This design comes from an exercise in tuning for small area and a short achievable clock period on the open sky130 flow, not from production work. At most, simulation tests tie the RTL to the original design; equivalence was not proved. For runs 2 to 4, only the layout was checked, not whether the RTL still works. No activity file was given, so power comes from the tool's default toggle rates.

==> flow/design.v (outline; a module is shown in full before it is edited, if it fits) <==
// module FIRLPF: 1083 lines
// module FIRLPF_fa: 4 lines
// module FIRLPF_ha: 4 lines
// module FIRLPF_gp: 4 lines
module FIRLPF(
       input                     Clock,
       input                     Rst_n,
       input      signed  [31:0] InputData1,
       output     signed  [31:0] OutputData
);
  // ...
==> flow/flow/run.sh <==
#!/bin/bash
# The standard layout (standard.sh) with two changes to how it is made:
# - the port buffers that global placement inserts use buf_2 instead of the
#   flow's default pick, a slow delay buffer;
# - after placement resizing (repair_design), cells that drive many loads
#   and flip-flops that feed output ports get a stronger drive strength of
#   the same cell (post_resize.tcl);
#   detailed placement then legalizes them as usual.
# Everything else, including synthesis, is the standard flow's. The tools'
# full output goes to standard.log in the work folder (and to the ORFS logs
# under orfs/logs).
set -euo pipefail
here=$(cd "$(dirname "$0")" && pwd)
export BUFFER_PORTS_ARGS="-buffer_cell sky130_fd_sc_hd__buf_2"
export POST_RESIZE_TCL="$here/post_resize.tcl"
bash standard.sh > standard.log 2>&1
==> flow/flow/post_resize.tcl <==
# Sourced by ORFS after repair_design in the placement resizing step.
# Cells whose output drives more than 6 pins, and flip-flops that drive an
# output port's buffer, get the _4 drive strength of the same cell; cells
# driving more than 3 pins the _2 one, where the library has it (same
# function; flip-flops stay the same type of flip-flop).
set n_up 0
foreach inst [get_cells *] {
  set master [get_property $inst ref_name]
  if {![regexp {^(sky130_fd_sc_hd__[a-z0-9]+)_([0-9]+)$} $master -> base drive]} { continue }
  if {[string match "*clkbuf*" $base] || [string match "*dly*" $base] || [string match "*tap*" $base]} { continue }
  set fo 0
  foreach pin [get_pins -of_objects $inst -filter "direction == output"] {
    set net [get_nets -of_objects $pin]
    if {$net eq ""} { continue }
    incr fo [llength [get_pins -of_objects $net -filter "direction == input"]]
  }
  # flip-flops that feed an output port's buffer get the strongest drive
  set to_port 0
  if {[regexp {^sky130_fd_sc_hd__df} $base]} {
    foreach pin [get_pins -of_objects $inst -filter "direction == output"] {
      set net [get_nets -of_objects $pin]
      if {$net eq ""} { continue }
      foreach ld [get_pins -of_objects $net -filter "direction == input"] {
        if {[string match "output*" [get_name [get_cells -of_objects $ld]]]} { set to_port 1 }
      }
    }
  }
  if {$fo > 6 || $to_port} { set want 4 } elseif {$fo > 3} { set want 2 } else { continue }
  if {$drive >= $want} { continue }
  if {[llength [get_lib_cells -quiet ${base}_$want]] == 0} { continue }
  replace_cell $inst ${base}_$want
  incr n_up
}
puts "post_resize.tcl: upsized $n_up cells"
==> flow/standard.sh <==
#!/bin/bash
# synth_recipe.tcl (not shown) runs the flow's synth.tcl, then flattens the netlist and writes it again
# the make line also repeats each setting of config.mk as NAME=value (left out here)
make -C /OpenROAD-flow-scripts/flow DESIGN_CONFIG=/design/flow/config.mk WORK_HOME=/design/flow/orfs CLKGATE_MAP_FILE= SYNTH_SCRIPT=/design/flow/synth_recipe.tcl "${@:-finish}"
==> flow/config.mk <==
export PLATFORM = sky130hd
export DESIGN_NAME = FIRLPF
export DESIGN_NICKNAME = FIRLPF
export VERILOG_FILES = /design/flow/design.v
export SDC_FILE = /design/flow/constraint.sdc
export NUM_CORES = 4
export LEC_CHECK = 0
export CAP_MARGIN = 20
export CELL_PAD_IN_SITES_DETAIL_PLACEMENT = 1
export CORE_MARGIN = 2
export CORE_UTILIZATION = 30
export CTS_CLUSTER_DIAMETER = 60
export CTS_CLUSTER_SIZE = 30
export PLACE_DENSITY = 0.5
export SLEW_MARGIN = 20
export SYNTH_HIERARCHICAL = 1
export SYNTH_MINIMUM_KEEP_SIZE = 0
==> flow/constraint.sdc <==
create_clock -name core_clock -period 11.0 [get_ports {Clock}]
set_input_delay 2.2000 -clock core_clock [delete_from_list [all_inputs] [get_ports {Clock}]]
set_output_delay 2.2000 -clock core_clock [all_outputs]
set_load 0.01 [all_outputs]
==> impl_metrics.ini, run 1 <==
[run_status]
run_status = no timing/DRC/antenna violations

[cells_and_area]
n_fill_cell = 7862
n_multi_input_combinational_cell = 1339
inverters_excl_clock = 64
sequential_cell_total = 398
multi_input_area_share = 0.528
multi_input_area_sq_mm = 0.0131
antenna_cells_inserted = 1
seq_area_frac = 0.339
layout.cells.most_common = dfxtp_1

[grt]
via_count_of_the_first_global_routing_pass = 15900
global_route.usage.total = 0.148
globalRouteMet1Util = 0.203
initial_antenna_violation_count = 1
grt_pass1_wl_microns = 91300
grt-busiest-layer = met2

[timing]
hold-worst-slack_ns = 0.315
max_slew_margin = 0.342
timing.setup.tns_ns = 0
final-hold-violation-count = 0
clock-skew-final_ns = 0.0378

[cts]
tritoncts = yes
numCtsBuffers = 35
clkSinkCount = 398

[floorplanning]
horiz_die_dim_microns = 277
num_io_pins = 66
floorplan.initialDensity = 0.304

[routing]
ant_nets = 0
drc = 0
top_layer = met4
drt_first_pass_iters = 7

[placement]
gp_congestion = 0.780
port_buffers = 65
post-place-ws_ns = 7.74
detailed_place.area_sq_mm = 0.0235

[hold_path]
hold_class = reg2reg
holdCritStartpoint = R6[17]

[power_and_ir_drop]
power.ir.vdd_worst_mv = 0.0860
power.sequential.total_mw = 1.82
pwr.group.combinational_mw = 2.74

[setup_path]
critical_path.slowest_cell = dfrtp_4
cp_num_buf_inv = 1

[synth]
synthesis.instances = 1995
==> run 2, diff against run 1 <==
--- a/flow/design.v
+++ b/flow/design.v
@@ -805,7 +805,7 @@
   else        upd <= (Count == 6'd39);
-reg  [27:0] U;
-wire [27:0] Unext;
-wire [27:0] ua = U;
-wire [27:0] ub = {{3{R2[24]}}, R2};
-wire [27:0] uc = ~{{3{R7[24]}}, R7};
+reg  [29:0] U;
+wire [29:0] Unext;
+wire [29:0] ua = U;
+wire [29:0] ub = {{5{R2[24]}}, R2};
+wire [29:0] uc = ~{{5{R7[24]}}, R7};
 wire us0, uk0;
@@ -866,2 +866,6 @@
 FIRLPF_fa uu27 (.a(ua[27]), .b(ub[27]), .c(uc[27]), .s(us27), .co(uk27));
+wire us28, uk28;
+FIRLPF_fa uu28 (.a(ua[28]), .b(ub[28]), .c(uc[28]), .s(us28), .co(uk28));
+wire us29, uk29;
+FIRLPF_fa uu29 (.a(ua[29]), .b(ub[29]), .c(uc[29]), .s(us29), .co(uk29));
 wire uap0, uag0;
@@ -922,2 +926,6 @@
 FIRLPF_ha uuah27 (.a(us27), .b(uk26), .s(uap27), .co(uag27));
+wire uap28, uag28;
+FIRLPF_ha uuah28 (.a(us28), .b(uk27), .s(uap28), .co(uag28));
+wire uap29, uag29;
+FIRLPF_ha uuah29 (.a(us29), .b(uk28), .s(uap29), .co(uag29));
 wire uaG0_1g, uaG0_1p;
@@ -950,2 +958,4 @@
 FIRLPF_gp uuaG0_27 (.gh(uag27), .ph(uap27), .gl(uag26), .pl(uap26), .g(uaG0_27g), .p(uaG0_27p));
+wire uaG0_29g, uaG0_29p;
+FIRLPF_gp uuaG0_29 (.gh(uag29), .ph(uap29), .gl(uag28), .pl(uap28), .g(uaG0_29g), .p(uaG0_29p));
 wire uaG1_2g, uaG1_2p;
@@ -1002,2 +1012,6 @@
 FIRLPF_gp uuaG2_23 (.gh(uaG1_23g), .ph(uaG1_23p), .gl(uaG1_19g), .pl(uaG1_19p), .g(uaG2_23g), .p(uaG2_23p));
+wire uaG2_28g, uaG2_28p;
+FIRLPF_gp uuaG2_28 (.gh(uag28), .ph(uap28), .gl(uaG1_27g), .pl(uaG1_27p), .g(uaG2_28g), .p(uaG2_28p));
+wire uaG2_29g, uaG2_29p;
+FIRLPF_gp uuaG2_29 (.gh(uaG0_29g), .ph(uaG0_29p), .gl(uaG1_27g), .pl(uaG1_27p), .g(uaG2_29g), .p(uaG2_29p));
 wire uaG3_8g, uaG3_8p;
@@ -1026,2 +1040,6 @@
 FIRLPF_gp uuaG3_27 (.gh(uaG1_27g), .ph(uaG1_27p), .gl(uaG2_23g), .pl(uaG2_23p), .g(uaG3_27g), .p(uaG3_27p));
+wire uaG3_28g, uaG3_28p;
+FIRLPF_gp uuaG3_28 (.gh(uaG2_28g), .ph(uaG2_28p), .gl(uaG2_23g), .pl(uaG2_23p), .g(uaG3_28g), .p(uaG3_28p));
+wire uaG3_29g, uaG3_29p;
+FIRLPF_gp uuaG3_29 (.gh(uaG2_29g), .ph(uaG2_29p), .gl(uaG2_23g), .pl(uaG2_23p), .g(uaG3_29g), .p(uaG3_29p));
 wire uaG4_16g, uaG4_16p;
@@ -1050,2 +1068,6 @@
 FIRLPF_gp uuaG4_27 (.gh(uaG3_27g), .ph(uaG3_27p), .gl(uaG3_15g), .pl(uaG3_15p), .g(uaG4_27g), .p(uaG4_27p));
+wire uaG4_28g, uaG4_28p;
+FIRLPF_gp uuaG4_28 (.gh(uaG3_28g), .ph(uaG3_28p), .gl(uaG3_15g), .pl(uaG3_15p), .g(uaG4_28g), .p(uaG4_28p));
+wire uaG4_29g, uaG4_29p;
+FIRLPF_gp uuaG4_29 (.gh(uaG3_29g), .ph(uaG3_29p), .gl(uaG3_15g), .pl(uaG3_15p), .g(uaG4_29g), .p(uaG4_29p));
 wire uas1 = uap1 ^ uag0;
@@ -1077,7 +1099,9 @@
 wire uas27 = uap27 ^ uaG4_26g;
-assign Unext = {uas27, uas26, uas25, uas24, uas23, uas22, uas21, uas20, uas19, uas18, uas17, uas16, uas15, uas14, uas13, uas12, uas11, uas10, uas9, uas8, uas7, uas6, uas5, uas4, uas3, uas2, uas1, uap0};
+wire uas28 = uap28 ^ uaG4_27g;
+wire uas29 = uap29 ^ uaG4_28g;
+assign Unext = {uas29, uas28, uas27, uas26, uas25, uas24, uas23, uas22, uas21, uas20, uas19, uas18, uas17, uas16, uas15, uas14, uas13, uas12, uas11, uas10, uas9, uas8, uas7, uas6, uas5, uas4, uas3, uas2, uas1, uap0};
 always @(posedge Clock or negedge Rst_n)
-  if (!Rst_n)   U <= 28'd0;
+  if (!Rst_n)   U <= 30'd0;
   else if (upd) U <= Unext;
-assign OutputData = {U[27], U[27], U[27], U[27], U[27], U[27], U[27], U[27], U[26:3]};
+assign OutputData = {U[29], U[29], U[28], U[28], U[28], U[27], U[27], U[27], U[26:3]};
 endmodule
--- a/flow/config.mk
+++ b/flow/config.mk
@@ -11,4 +11,2 @@
 export CORE_UTILIZATION = 30
-export CTS_CLUSTER_DIAMETER = 60
-export CTS_CLUSTER_SIZE = 30
 export PLACE_DENSITY = 0.5
==> impl_metrics.ini, run 2 <==
[run_status]
run_status = no timing/DRC/antenna violations

[timing]
final.period_utilization = 0.313
clock-skew-final_ns = 0.0183
timing.setup.tns_ns = 0
final-hold-violation-count = 0
worst_pin_slew_ns = 0.787
maxSlewViolCount = 0
max_slew_margin = 0.475
period_minus_slack_ns = 3.45
timing.fmax_ghz = 0.290
finalSetupViolCount = 0
fin_ws_ns = 7.55
setup_repair_after_global_routing_missed_its_margin = no

[routing]
detail_route.wirelength_microns = 56200
route.vias.total = 14500
drt-wirelength-per-cell_microns = 19.0
drt_first_pass_iters = 7
drc = 0
ant_nets = 0
drt_iter0_markers = 909
avgViaCountPerCell = 4.90

[setup_path]
regToRegEndpoint = Sc[14]
worst_path_dominant_cell_family = flip-flops
cp_num_buf_inv = 1
worst_ep_required_time_ns = 8.80
critical_path.slowest_cell = dfrtp_4
worstSetupEndpointType = output port
reg2regPathDepth = 7
max_stage_delay_ns = 0.52
worstPathCellList = buf_2
cp_max_fo = 3
critical_path_arrival_ns = 1.25
timing.critical_path.from_type = register
timing_worst_setup_path_type = reg2out
rr_startpoint = ctl[9]
reg2reg_slack_ns = 7.79
setup.worst_path.start = U[16]

[placement]
detailed_place.area_sq_mm = 0.0238
dp_hpwl_microns = 39400
gp_congestion = 0.764
placed_cells_incl_taps = 2876
post-place-ws_ns = 7.80
port_buffers = 65

[floorplanning]
core_sq_mm = 0.0743
floorplan.initialDensity = 0.302
horiz_die_dim_microns = 278
die_y_microns = 278
die_area_sq_mm = 0.0771
rows = 100
num_io_pins = 66

[grt]
initial_antenna_violation_count = 2
grt_max_degree = 65
global_route.usage.total = 0.147
via_count_of_the_first_global_routing_pass = 16000
grt_pass1_wl_microns = 91800
grt_overflow = 0

[hold_path]
holdCritStartpoint = R1[6]
min_delay_worst_endpoint = R2[6]
worstHoldPathCells = 0
hold_class = reg2reg

[cells_and_area]
layout.cells.most_common = dfxtp_1
final_cell_count_no_fill = 2959
area_growth_syn_to_layout_pct = 12.8
regArea_sq_mm = 0.00850
fin_nets = 2306
multi_input_area_sq_mm = 0.0133
antenna_cells_inserted = 0
final_cell_mix = dfxtp_1, fa_1, mux2i_1, a21o_1, and2_1
design_area_sq_mm = 0.0254
n_fill_cell = 8098
largest_registers = Sc (40), Ss (40), xr (32)
drive_above_1_share = 0.179
final_core_util = 0.341

[synth]
synthesis.nets = 2368
synthesis.instances = 2016
ys_warn_count = 7
avgSynthCellArea_sq_um = 11.1
syn-cell-area_sq_mm = 0.0225

[cts]
cts_max_path_buffers = 3
clock_slew_seen_by_the_registers_of_the_worst_setup_and_hold_paths_ns = 0.06
postCtsResizedCells = 0
post_cts_buffers = 0
clkSinkCount = 400
cts.root.buffer_cell = clkbuf_16
cts.htree.levels = 2
cts_hold_buffers = 0
tritoncts = yes
numCtsBuffers = 45
clock_latency_on_the_worst_skew_pair_ns = 0.58

[power_and_ir_drop]
cell_internal_pwr_mw = 4.06
seq_power_share = 0.293
static-leakage-power_nw = 11.8
power_frac_clock = 0.256
switching_share = 0.350
power.ir.vdd_worst_mv = 0.109
pwr_density_cell_mw_per_mm2 = 246
pwr-share-comb = 0.450
switching_power_total_mw = 2.18

[job]
cap_viol_max_count = 0
[run 2: how the worst max path moves through the flow]
stage / to / depth (start not counted)
after global placement: Sc[33] / 5
after CTS: OutputData[13] / 1
after detailed placement: Sc[31] / 7
after floorplan: Sc[11] / 8
after global routing: OutputData[13] / 1
final: OutputData[13] / 1
[run 2: power by group through the flow]
stage                     clock network, mW  registers [mW]  logic [mW]
final                                  1.60            1.83        2.81
after global routing                   1.72            1.86        3.24
after CTS                              1.66            1.83        2.88
after detailed placement                  0            1.86        2.84
after global placement                    0            1.86        2.62
after floorplan                           0            1.77        2.17
[run 2: through the flow]
step	hold slack (ns)	power, mW
6_report	0.323	6.24
5_1_grt	0.322	6.81
4_1_cts	0.319	6.37
3_5_place_dp	0.313	4.70
3_3_place_gp	0.310	4.48
2_1_floorplan	0.310	3.94
[run 2: layout make-up]
class / count / share of cell area
Clock buffer: 65 / 0.0514
Tap cell: 969 / 0.0478
Inverter: 63 / 0.00962
Sequential cell: 400 / 0.335
Multi-Input combinational cell: 1359 / 0.526
Timing Repair Buffer: 85 / 0.0187
Clock inverter: 18 / 0.0112
[run 2: worst reg2reg max path, stage by stage (launching register included)]
cell	delay, ns
dfxtp_2	0.31
buf_4	0.58
mux2i_1	0.23
nand2_1	0.13
fa_1	0.46
fa_1	0.43
fa_1	0.55
fa_1	0.41
[run 2: layer usage]
metal	track usage	vias up	share of wire
li1	-	6721	-
met1	0.204	7384	0.47
met2	0.239	313	0.47
met3	0.0213	76	0.043
met4	0.0444	0	0.021
met5	0	-	0
==> run 3, diff against run 2 <==
--- a/flow/config.mk
+++ b/flow/config.mk
@@ -10,4 +10,4 @@
 export CORE_MARGIN = 2
-export CORE_UTILIZATION = 30
-export PLACE_DENSITY = 0.5
+export CORE_UTILIZATION = 45
+export PLACE_DENSITY = 0.65
 export SLEW_MARGIN = 20
==> impl_metrics.ini, run 3 <==
[floorplanning]
horiz_die_dim_microns = 227
num_io_pins = 66
core_sq_mm = 0.0492
rows = 81
die_area_sq_mm = 0.0517
floorplan.initialDensity = 0.457
die_y_microns = 227

[setup_path]
worstPathCellList = buf_2
timing.critical_path.from_type = register
timing_worst_setup_path_type = reg2out
critical_path_arrival_ns = 1.24
critical_path.slowest_cell = dfrtp_4
cp_num_buf_inv = 1
max_stage_delay_ns = 0.51
cp_max_fo = 3
worstSetupEndpointType = output port
worst_path_dominant_cell_family = flip-flops
worst_ep_required_time_ns = 8.80

[grt]
globalRouteMet1Util = 0.306
gr-usage-met2 = 0.396
fraction_of_met3_tracks_used_by_global_routing = 0.0355
via_count_of_the_first_global_routing_pass = 16700
grt-busiest-layer = met2
initial_antenna_violation_count = 0
grt_max_degree = 60
global_route.usage.total = 0.232
grt_overflow = 0
grt_pass1_wl_microns = 94400

[cts]
post_cts_buffers = 0
cts.htree.levels = 2
clkSinkCount = 400
clock_latency_on_the_worst_skew_pair_ns = 0.59
postCtsResizedCells = 0
tritoncts = yes
cts_hold_buffers = 0
cts_max_path_buffers = 3
clock_slew_seen_by_the_registers_of_the_worst_setup_and_hold_paths_ns = 0.06
numCtsBuffers = 42
cts.root.buffer_cell = clkbuf_16

[power_and_ir_drop]
power.ir.vdd_worst_mv = 0.116
post-layout-total-power_mw = 6.31
pwr_density_cell_mw_per_mm2 = 254
static-leakage-power_nw = 11.7

[placement]
dp_hpwl_microns = 39200
gp_congestion = 0.839
port_buffers = 65

[synth]
synthesis.nets = 2368
avgSynthCellArea_sq_um = 11.1
ys_warn_count = 7
syn-cell-area_sq_mm = 0.0225
synthesis.instances = 2016

[routing]
drt_iter0_markers = 996
drc = 0
ant_nets = 0
detail_route.wirelength_microns = 57900
drt-wirelength-per-cell_microns = 21.9
avgViaCountPerCell = 5.60
drt_first_pass_iters = 10
route.vias.total = 14800

[cells_and_area]
layout.cells.most_common = dfxtp_1
largest_registers = Sc (40), Ss (40), xr (32)
drive_above_1_share = 0.180
final_cell_mix = dfxtp_1, fa_1, mux2i_1, a21o_1, and2_1
area_growth_syn_to_layout_pct = 10.5
antenna_cells_inserted = 0
fin_nets = 2298

[timing]
final-hold-violation-count = 0
worst_pin_slew_ns = 0.735
timing.fmax_ghz = 0.291
finalSetupViolCount = 0
maxSlewViolCount = 0
max_slew_margin = 0.506
period_minus_slack_ns = 3.44
timing.setup.tns_ns = 0
final.period_utilization = 0.312
setup_repair_after_global_routing_missed_its_margin = no
clock-skew-final_ns = 0.0358

[hold_path]
hold_class = reg2reg

[run_status]
run_status = no timing/DRC/antenna violations

[job]
cap_viol_max_count = 0
## run 3: final timing paths
check | startpoint | to | slack (ns) | depth (start not counted)
setup / recovery | U[18] | OutputData[15] | 7.56 | 1
min in group asynchronous | Rst_n | U[28] | 1.74 | 2
hold reg to reg | R1[8] | R2[8] | 0.31 | 0
hold / removal | R1[8] | R2[8] | 0.31 | 0
max in group asynchronous | Rst_n | U[5] | 8.74 | 2
setup reg to reg | ctl[9] | Sc[26] | 7.69 | 7
## run 3: through the flow
step	setup WS, ns	hold WS [ns]	instance area, sq um	std cells	utilization
3_3_place_gp	7.51	0.310	22800	2566	0.464
5_1_grt	7.53	0.326	24800	2644	0.505
3_5_place_dp	7.71	0.313	23400	2566	0.476
6_report	7.56	0.313	24800	2644	0.505
2_1_floorplan	8.04	0.310	22500	2016	-
4_1_cts	7.53	0.310	24800	2644	0.505
## run 3: where the power goes
group | total, mW | internal [mW] | switching (mW)
combinational | 2.98 | 1.46 | 1.53
sequential | 1.83 | 1.67 | 0.162
clock | 1.50 | 0.870 | 0.630
## run 3: layout make-up
type	count	area, sq um
Clock buffer	57	1200
Fill cell	5088	24300
Timing Repair Buffer	80	438
Sequential cell	400	8510
Multi-Input combinational cell	1359	13400
Tap cell	664	831
Inverter	63	246
Clock inverter	21	268
## run 3: worst register-to-register path, delay by kind of cell (launching register included)
kind | cells | cell delay (ns)
adder cells (fa/ha/maj) | 4 | 1.91
buffers and inverters | 1 | 0.46
flip-flops | 1 | 0.55
multiplexers | 1 | 0.16
AND/OR/NAND/NOR | 1 | 0.11
## run 3: routing by layer
layer / share of wire / vias to the layer above
li1: - / 6710
met1: 0.43 / 7619
met4: 0.021 / 0
met5: 0 / -
met2: 0.49 / 398
met3: 0.050 / 85
==> run 4, diff against run 3 <==
--- a/flow/flow/run.sh
+++ b/flow/flow/run.sh
@@ -5,4 +5,3 @@
 # - after placement resizing (repair_design), cells that drive many loads
-#   and flip-flops that feed output ports get a stronger drive strength of
-#   the same cell (post_resize.tcl);
+#   get a stronger drive strength of the same cell (post_resize.tcl);
 #   detailed placement then legalizes them as usual.
==> flow/flow/post_resize.tcl (replaced) <==
# Sourced by ORFS after repair_design in the placement resizing step.
# Cells whose output drives more than 6 pins get the _4 drive strength of the
# same cell, more than 3 pins the _2 one, where the library has it (same
# function; flip-flops stay the same type of flip-flop).
set n_up 0
foreach inst [get_cells *] {
  set master [get_property $inst ref_name]
  if {![regexp {^(sky130_fd_sc_hd__[a-z0-9]+)_([0-9]+)$} $master -> base drive]} { continue }
  if {[string match "*clkbuf*" $base] || [string match "*dly*" $base] || [string match "*tap*" $base]} { continue }
  set fo 0
  foreach pin [get_pins -of_objects $inst -filter "direction == output"] {
    set net [get_nets -of_objects $pin]
    if {$net eq ""} { continue }
    incr fo [llength [get_pins -of_objects $net -filter "direction == input"]]
  }
  if {$fo > 6} { set want 4 } elseif {$fo > 3} { set want 2 } else { continue }
  if {$drive >= $want} { continue }
  if {[llength [get_lib_cells -quiet ${base}_$want]] == 0} { continue }
  replace_cell $inst ${base}_$want
  incr n_up
}
puts "post_resize.tcl: upsized $n_up cells"
--- a/flow/config.mk
+++ b/flow/config.mk
@@ -10,4 +10,4 @@
 export CORE_MARGIN = 2
-export CORE_UTILIZATION = 45
-export PLACE_DENSITY = 0.65
+export CORE_UTILIZATION = 30
+export PLACE_DENSITY = 0.5
 export SLEW_MARGIN = 20
==> impl_metrics.ini, run 4 <==
[run_status]
run_status = no timing/DRC/antenna violations

[timing]
final.period_utilization = 0.309
max_slew_margin = 0.471
timing.fmax_ghz = 0.294
maxSlewViolCount = 0
worst_pin_slew_ns = 0.793
timing.setup.tns_ns = 0
fin_ws_ns = 7.60
final-hold-violation-count = 0
clock-skew-final_ns = 0.0298
period_minus_slack_ns = 3.40
finalSetupViolCount = 0
setup_repair_after_global_routing_missed_its_margin = no

[power_and_ir_drop]
pwr_density_cell_mw_per_mm2 = 246
static-leakage-power_nw = 11.8
power.ir.vdd_worst_mv = 0.138

[floorplanning]
core_sq_mm = 0.0743
die_area_sq_mm = 0.0771
floorplan.initialDensity = 0.302
die_y_microns = 278
rows = 100
num_io_pins = 66
horiz_die_dim_microns = 278

[setup_path]
worst_path_dominant_cell_family = flip-flops
timing_worst_setup_path_type = reg2out
critical_path.slowest_cell = dfrtp_1
worstSetupEndpointType = output port
critical_path_arrival_ns = 1.20
worstPathCellList = buf_2
cp_max_fo = 3
cp_num_buf_inv = 1
timing.critical_path.from_type = register
worst_ep_required_time_ns = 8.80
max_stage_delay_ns = 0.46

[hold_path]
hold_class = reg2reg

[cells_and_area]
layout.cells.most_common = dfxtp_1
final_cell_mix = dfxtp_1, fa_1, mux2i_1, a21o_1, and2_1
drive_above_1_share = 0.170
largest_registers = Sc (40), Ss (40), xr (32)
area_growth_syn_to_layout_pct = 12.5
n_fill_cell = 8110
multi_input_area_sq_mm = 0.0133
antenna_cells_inserted = 0
fin_nets = 2308
regArea_sq_mm = 0.00840

[synth]
synthesis.nets = 2368
avgSynthCellArea_sq_um = 11.1
syn-cell-area_sq_mm = 0.0225
ys_warn_count = 7
synthesis.instances = 2016

[placement]
post-place-ws_ns = 7.80
dp_hpwl_microns = 39500
port_buffers = 65
gp_congestion = 0.764

[routing]
drt_first_pass_iters = 9
ant_nets = 0
drt_iter0_markers = 861
detail_route.wirelength_microns = 56100
avgViaCountPerCell = 4.88
drt-wirelength-per-cell_microns = 19.0
drc = 0
route.vias.total = 14500

[job]
cap_viol_max_count = 0

[grt]
initial_antenna_violation_count = 2
global_route.usage.total = 0.148
via_count_of_the_first_global_routing_pass = 15900
grt_max_degree = 65
grt_overflow = 0
grt_pass1_wl_microns = 91700

[cts]
numCtsBuffers = 47
clkSinkCount = 400
clock_latency_on_the_worst_skew_pair_ns = 0.58
cts.htree.levels = 2
post_cts_buffers = 0
cts_max_path_buffers = 3
tritoncts = yes
cts.root.buffer_cell = clkbuf_16
clock_slew_seen_by_the_registers_of_the_worst_setup_and_hold_paths_ns = 0.06
cts_hold_buffers = 0
postCtsResizedCells = 0
run 4: worst paths after layout:
check	from	end	slack (ns)	cells past startpoint
min reg2reg	R0[5]	R1[5]	0.30	0
min	R0[5]	R1[5]	0.30	0
max reg2reg	ctl[9]	Sc[24]	7.78	7
max	U[16]	OutputData[13]	7.60	1
max in group asynchronous	Rst_n	Count[0]	8.76	2
min in group asynchronous	Rst_n	U[24]	1.74	2
run 4: metrics by stage:
step	cells	hold WS [ns]	total power, mW	area [sq um]	util
4_1_cts	2962	0.313	6.35	25300	0.340
3_3_place_gp	2876	0.310	4.48	23200	0.313
2_1_floorplan	2016	0.310	3.94	22500	-
3_5_place_dp	2876	0.313	4.70	23700	0.319
6_report	2962	0.300	6.21	25300	0.340
5_1_grt	2962	0.316	6.78	25300	0.340
run 4: metal layers:
metal / track usage / part of all wire
met1: 0.203 / 0.47
met2: 0.243 / 0.47
met3: 0.0239 / 0.043
met4: 0.0335 / 0.015
met5: 0 / 0
run 4: layout make-up:
cell class,count,share of cell area
tap,969,0.0480
clock buffer,70,0.0564
sequential,400,0.332
inverter,63,0.00965
timing repair buffer,85,0.0188
multi-input combinational,1359,0.528
clock inverter,16,0.00698
run 4: power by group:
group	leakage [nW]	switching, mW	internal, mW
sequential	3.37	0.159	1.67
clock	0.780	0.623	0.947
combinational	7.63	1.40	1.41

static timing again, ports no longer ideal:
The results above use ideal ports. As a check the final layouts listed here were re-extracted and re-timed, cells and wires unchanged.
Step 1, drivers: a clkbuf_16 drives Clock and a buf_2 each remaining input, both assumed.
Step 2 adds t to the input delays and takes it off the output delays; t is the mean of the earliest and latest rising clock arrival at the registers after step 1. Input paths then give back, and output paths get back, about the clock's delay inside the block.
a / b / c = no drivers / after step 1 / after step 2; a / b = the first two.
| run | t, ns | setup WS [ns] | worst setup path at the end | clock arrival spread, ns |
|---|---|---|---|---|
| run 1 | 0.629 | 7.535 / 7.475 / 7.727 | register to register | 0.038 / 0.038 |
| run 2 | 0.637 | 7.552 / 7.491 / 7.793 | register to register | 0.022 / 0.022 |
| run 3 | 0.630 | 7.565 / 7.507 / 7.693 | register to register | 0.041 / 0.042 |
| run 4 | 0.627 | 7.598 / 7.538 / 7.778 | register to register | 0.031 / 0.031 |
After both steps every run listed still meets setup and hold.
